Background: an optimization exercise with open tools, aiming at small area and a short achievable clock period. Do not read the settings as production practice. RTL that was checked went through simulation tests only; none was proved equivalent to the original.

==> trial 89: inputs <==
Design DCT_Custom_Instruction, start of the top module:
module DCT_Custom_Instruction(clk,
                              reset,
                              dataa,
                              n,
                              clk_en,
                              start,
                              done,
                              result);
Settings: LEC_CHECK=0, CAP_MARGIN=20, CORE_MARGIN=2, CORE_UTILIZATION=55, PLACE_DENSITY=0.65, SLEW_MARGIN=20, SYNTH_HIERARCHICAL=1, SYNTH_MINIMUM_KEEP_SIZE=0; clock period 16.0 ns.
standard.sh (not shown) runs the stock make flow with config.mk's settings and CLKGATE_MAP_FILE= SYNTH_SCRIPT=/design/flow/synth_recipe.tcl, a recipe that flattens the netlist after the stock synthesis.
==> flow/flow/run.sh <==
#!/bin/bash
set -o pipefail
export SETUP_SLACK_MARGIN=8
bash standard.sh finish > standard.log 2>&1
==> trial 57 (differences from trial 89) <==
--- a/flow/design.v
+++ b/flow/design.v
@@ -1831,21 +1831,25 @@
   wire s787, c788;
   DCT_FA f394 (.a(c650), .b(c652), .c(c654), .s(s787), .co(c788));
   wire s789, c790;
   DCT_FA f395 (.a(s661), .b(s663), .c(s665), .s(s789), .co(c790));
   wire s791, c792;
   DCT_FA f396 (.a(c656), .b(c658), .c(c660), .s(s791), .co(c792));
   assign rows = {c788, c784, c780, c776, c772, c768, c764, c760, c756, c752, c748, c744, c740, c736, c732, c728, c724, c720, c716, c712, c708, c704, c700, s699, c692, c688, s687, c680, c676, s675, c668, s667, c786, c782, c778, c774, c770, c766, c762, c758, c754, c750, c746, c742, c738, c734, c730, c726, c722, c718, c714, c710, c706, s707, s703, c696, s695, s691, c684, s683, s679, c672, s671, k_0_0, s791, s787, s783, s779, s775, s771, s767, s763, s759, s755, s751, s747, s743, s739, s735, s731, s727, s723, s719, s715, s711, s705, c698, c694, s693, c686, c682, s681, c674, c670, s669, r_D0_0, s789, s785, s781, s777, s773, s769, s765, s761, s757, s753, s749, s745, s741, s737, s733, s729, s725, s721, s717, s713, s709, c702, s701, s697, c690, s689, s685, c678, s677, s673, k_1_0, r_C0_0};
   reg [NR*32-1:0] pr;
-  reg col, even;
+  reg sh0, sh3, sh10, sh13;
+  wire col = n[4] & ~n[3];
+  wire even = t1 | t5;
   always @(posedge clk) begin
     pr <= rows;
-    col <= n[4] & ~n[3];
-    even <= t1 | t5;
+    sh0 <= even & ~col;
+    sh3 <= even & col;
+    sh10 <= ~even & ~col;
+    sh13 <= ~even & col;
   end
   wire [31:0] fa_, fb_;
   wire [31:0] fs1, fc1;
   genvar g1;
   generate for (g1 = 0; g1 < 32; g1 = g1 + 1) begin : l1
     wire [31:0] x = pr[31:0], y = pr[63:32], z = pr[95:64];
     DCT_FA u (.a(x[g1]), .b(y[g1]), .c(z[g1]), .s(fs1[g1]), .co(fc1[g1]));
   end endgenerate
@@ -1853,10 +1857,11 @@
   genvar g2;
   generate for (g2 = 0; g2 < 32; g2 = g2 + 1) begin : l2
     wire [31:0] x = pr[127:96], y = fs1, z = {fc1[30:0], 1'b0};
     DCT_FA u (.a(x[g2]), .b(y[g2]), .c(z[g2]), .s(fs2[g2]), .co(fc2[g2]));
   end endgenerate
   assign fa_ = fs2;
   assign fb_ = {fc2[30:0], 1'b0};
   wire signed [31:0] s = fa_ + fb_;
-  assign result = even ? (col ? (s >>> 3) : s) : (col ? (s >>> 13) : (s >>> 10));
+  wire [31:0] q3 = s >>> 3, q10 = s >>> 10, q13 = s >>> 13;
+  assign result = ({32{sh0}} & s) | ({32{sh3}} & q3) | ({32{sh10}} & q10) | ({32{sh13}} & q13);
 endmodule
==> flow/flow/run.sh (replaced) <==
#!/bin/bash
set -o pipefail
export SETUP_SLACK_MARGIN=8
bash standard.sh "BUFFER_PORTS_ARGS=-buffer_cell sky130_fd_sc_hd__buf_4" finish > standard.log 2>&1
==> flow/config.mk (replaced) <==
export PLATFORM = sky130hd
export DESIGN_NAME = DCT_Custom_Instruction
export DESIGN_NICKNAME = DCT_Custom_Instruction
export VERILOG_FILES = /design/flow/design.v
export SDC_FILE = /design/flow/constraint.sdc
export NUM_CORES = 4
export LEC_CHECK = 0
export ABC_AREA = 1
export CAP_MARGIN = 20
export CORE_MARGIN = 2
export CORE_UTILIZATION = 55
export PLACE_DENSITY = 0.65
export SLEW_MARGIN = 20
export SYNTH_HIERARCHICAL = 1
export SYNTH_MINIMUM_KEEP_SIZE = 0
==> run notes <==
- Against trial 89, the critical path depth of trial 57 is lower by 1.
- Between trial 89 and trial 57, the lower cell area is in trial 89 (gap 4.7%, measured against trial 57).
- In trial 89 the non-clock buffer count is lower than in trial 57, by 18.
- In trial 89 the clock-buffer cell count is higher than in trial 57, by 1.
- Of trial 89 and trial 57, trial 89 has the higher sequential share of layout area (gap 0.96 points).
Function not checked in trial 89: the RTL went through the layout flow alone.

==> inputs of job 6295 <==
Another version of the RTL of DCT_Custom_Instruction (not shown whole).
Settings: LEC_CHECK=0, CAP_MARGIN=20, CORE_MARGIN=2, CORE_UTILIZATION=40, SLEW_MARGIN=20, SYNTH_HIERARCHICAL=1, SYNTH_MINIMUM_KEEP_SIZE=0; clock period 16.0 ns.
run.sh (not shown) runs the stock make flow with config.mk's settings and CLKGATE_MAP_FILE= SYNTH_SCRIPT=/design/flow/synth_recipe.tcl, a recipe that flattens the netlist after the stock synthesis.
Stock flow here: none of the scripts above is used.
==> job 7381 (differences from job 6295) <==
Settings changed: SYNTH_HIERARCHICAL 1 to unset, SYNTH_MINIMUM_KEEP_SIZE 0 to unset.
==> qor summary <==
|  | job 6295 | job 7381 |
|---|---|---|
| Launch point of the worst path | n[2] | n[0] |
| Cell area after technology mapping | 42300 sq um | 42000 sq um |
| Number of multi-input combinational cells | 2975 | 3396 |
| ClkCell Share | 3.49% | 3.56% |
| Status | no timing/DRC/antenna violations | no timing/DRC/antenna violations |
| Fin util | 42.5% | 44.1% |
| Cell row count | 119 | 118 |
| Most common library cell in the layout ignoring fill and taps | sky130_fd_sc_hd__fa_1 | sky130_fd_sc_hd__nand2_1 |
| Total via count after detailed routing | 31078 | 35048 |
| Placed Area | 43100 sq um | 44200 sq um |
| Fraction of area in registers | 20.7% | 20.2% |
| Core box area | 105000 sq um | 104000 sq um |
| Final std cells w/o fill | 5285 | 6029 |
| Metal2 WL | 53.6 mm | 60.8 mm |
| DIE WIDTH | 329 microns | 328 microns |
| Routed wire length per instance | 24.7 microns | 24.5 microns |
| Termination of the worst setup path | x0[30] | y7[32] |
| Critical hold path startpoint | x1[32] | x3[32] |
Function was not checked in any run of this note: the RTL went through the layout flow alone.

==> job 7440: inputs <==
RTL: one of the versions met above, not the one the previous note started from.
Settings: LEC_CHECK=0, CAP_MARGIN=20, CORE_MARGIN=2, CORE_UTILIZATION=40, SLEW_MARGIN=20, SYNTH_HIERARCHICAL=1, SYNTH_MINIMUM_KEEP_SIZE=0; clock period 16.0 ns.
standard.sh (not shown) runs the stock make flow with config.mk's settings and CLKGATE_MAP_FILE= SYNTH_SCRIPT=/design/flow/synth_recipe.tcl, a recipe that flattens the netlist after the stock synthesis.
==> flow/flow/run.sh <==
#!/bin/bash
set -o pipefail
export SETUP_SLACK_MARGIN=8
bash standard.sh finish > standard.log 2>&1
==> job 9322 (differences from job 7440) <==
--- a/flow/design.v
+++ b/flow/design.v
@@ -1833,17 +1833,21 @@
   wire s789, c790;
   DCT_FA f395 (.a(s661), .b(s663), .c(s665), .s(s789), .co(c790));
   wire s791, c792;
   DCT_FA f396 (.a(c656), .b(c658), .c(c660), .s(s791), .co(c792));
   assign rows = {c788, c784, c780, c776, c772, c768, c764, c760, c756, c752, c748, c744, c740, c736, c732, c728, c724, c720, c716, c712, c708, c704, c700, s699, c692, c688, s687, c680, c676, s675, c668, s667, c786, c782, c778, c774, c770, c766, c762, c758, c754, c750, c746, c742, c738, c734, c730, c726, c722, c718, c714, c710, c706, s707, s703, c696, s695, s691, c684, s683, s679, c672, s671, k_0_0, s791, s787, s783, s779, s775, s771, s767, s763, s759, s755, s751, s747, s743, s739, s735, s731, s727, s723, s719, s715, s711, s705, c698, c694, s693, c686, c682, s681, c674, c670, s669, r_D0_0, s789, s785, s781, s777, s773, s769, s765, s761, s757, s753, s749, s745, s741, s737, s733, s729, s725, s721, s717, s713, s709, c702, s701, s697, c690, s689, s685, c678, s677, s673, k_1_0, r_C0_0};
   reg [NR*32-1:0] pr;
-  reg col, even;
+  reg sh0, sh3, sh10, sh13;
+  wire col = n[4] & ~n[3];
+  wire even = t1 | t5;
   always @(posedge clk) begin
     pr <= rows;
-    col <= n[4] & ~n[3];
-    even <= t1 | t5;
+    sh0 <= even & ~col;
+    sh3 <= even & col;
+    sh10 <= ~even & ~col;
+    sh13 <= ~even & col;
   end
   wire [31:0] fa_, fb_;
   wire [31:0] fs1, fc1;
   genvar g1;
   generate for (g1 = 0; g1 < 32; g1 = g1 + 1) begin : l1
     wire [31:0] x = pr[31:0], y = pr[63:32], z = pr[95:64];
@@ -1855,8 +1859,9 @@
     wire [31:0] x = pr[127:96], y = fs1, z = {fc1[30:0], 1'b0};
     DCT_FA u (.a(x[g2]), .b(y[g2]), .c(z[g2]), .s(fs2[g2]), .co(fc2[g2]));
   end endgenerate
   assign fa_ = fs2;
   assign fb_ = {fc2[30:0], 1'b0};
   wire signed [31:0] s = fa_ + fb_;
-  assign result = even ? (col ? (s >>> 3) : s) : (col ? (s >>> 13) : (s >>> 10));
+  wire [31:0] q3 = s >>> 3, q10 = s >>> 10, q13 = s >>> 13;
+  assign result = ({32{sh0}} & s) | ({32{sh3}} & q3) | ({32{sh10}} & q10) | ({32{sh13}} & q13);
 endmodule
==> flow/flow/run.sh (replaced) <==
#!/bin/bash
set -o pipefail
export SETUP_SLACK_MARGIN=8.5
bash standard.sh "BUFFER_PORTS_ARGS=-buffer_cell sky130_fd_sc_hd__buf_4" finish > standard.log 2>&1
--- a/flow/config.mk
+++ b/flow/config.mk
@@ -4,10 +4,11 @@
 export VERILOG_FILES = /design/flow/design.v
 export SDC_FILE = /design/flow/constraint.sdc
 export NUM_CORES = 4
 export LEC_CHECK = 0
 export CAP_MARGIN = 20
 export CORE_MARGIN = 2
-export CORE_UTILIZATION = 40
+export CORE_UTILIZATION = 55
+export PLACE_DENSITY = 0.65
 export SLEW_MARGIN = 20
 export SYNTH_HIERARCHICAL = 1
 export SYNTH_MINIMUM_KEEP_SIZE = 0
==> comparison <==
In job 9322 the register-to-register slack is worse than in job 7440, by 20 ps.
In job 7440 the worst hold slack is worse than in job 9322, by 6.3 ps.
In job 9322 the cell count is smaller than in job 7440, by about 9%.
In job 7440 the count of clock-buffer cells in the layout is higher than in job 9322, by 7.
Only the layout flow was run in job 7440; the RTL was not checked for function there.

separate check: timing with driven ports:
In the flow no input, the clock included, has a driving cell. The finished layouts below were timed again as built, in two steps. Step 1, drivers: a clkbuf_16 drives clk and a buf_2 each remaining input, both assumed. Step 2 times the ports against the registers' clock, not the clock port: input delays grow and output delays shrink by t, the midpoint of the rising clock arrivals with the driver on. Three values: ideal, step 1, step 2; two values: the first two.
run	shift t [ns]	slack for setup (ns)	clock arrival spread, ns	slew at the worst register clock pin (ns)
trial 89	0.642	8.044 / 7.985 / 7.492	0.037 / 0.038	0.07 / 0.07
trial 57	0.669	7.980 / 7.993 / 7.324	0.042 / 0.042	0.07 / 0.07
job 6295	0.663	6.357 / 6.378 / 5.714	0.032 / 0.031	0.08 / 0.08
job 7381	0.687	6.427 / 6.459 / 5.772	0.021 / 0.020	0.07 / 0.07
job 7440	0.672	7.943 / 7.874 / 7.545	0.040 / 0.040	0.07 / 0.07
job 9322	0.658	8.211 / 8.152 / 7.652	0.067 / 0.066	0.07 / 0.07
After both steps every run listed still meets setup and hold. For trial 57, which loses most, drivers alone change the setup slack by +0.013 ns; drivers and shift together by -0.656 ns.
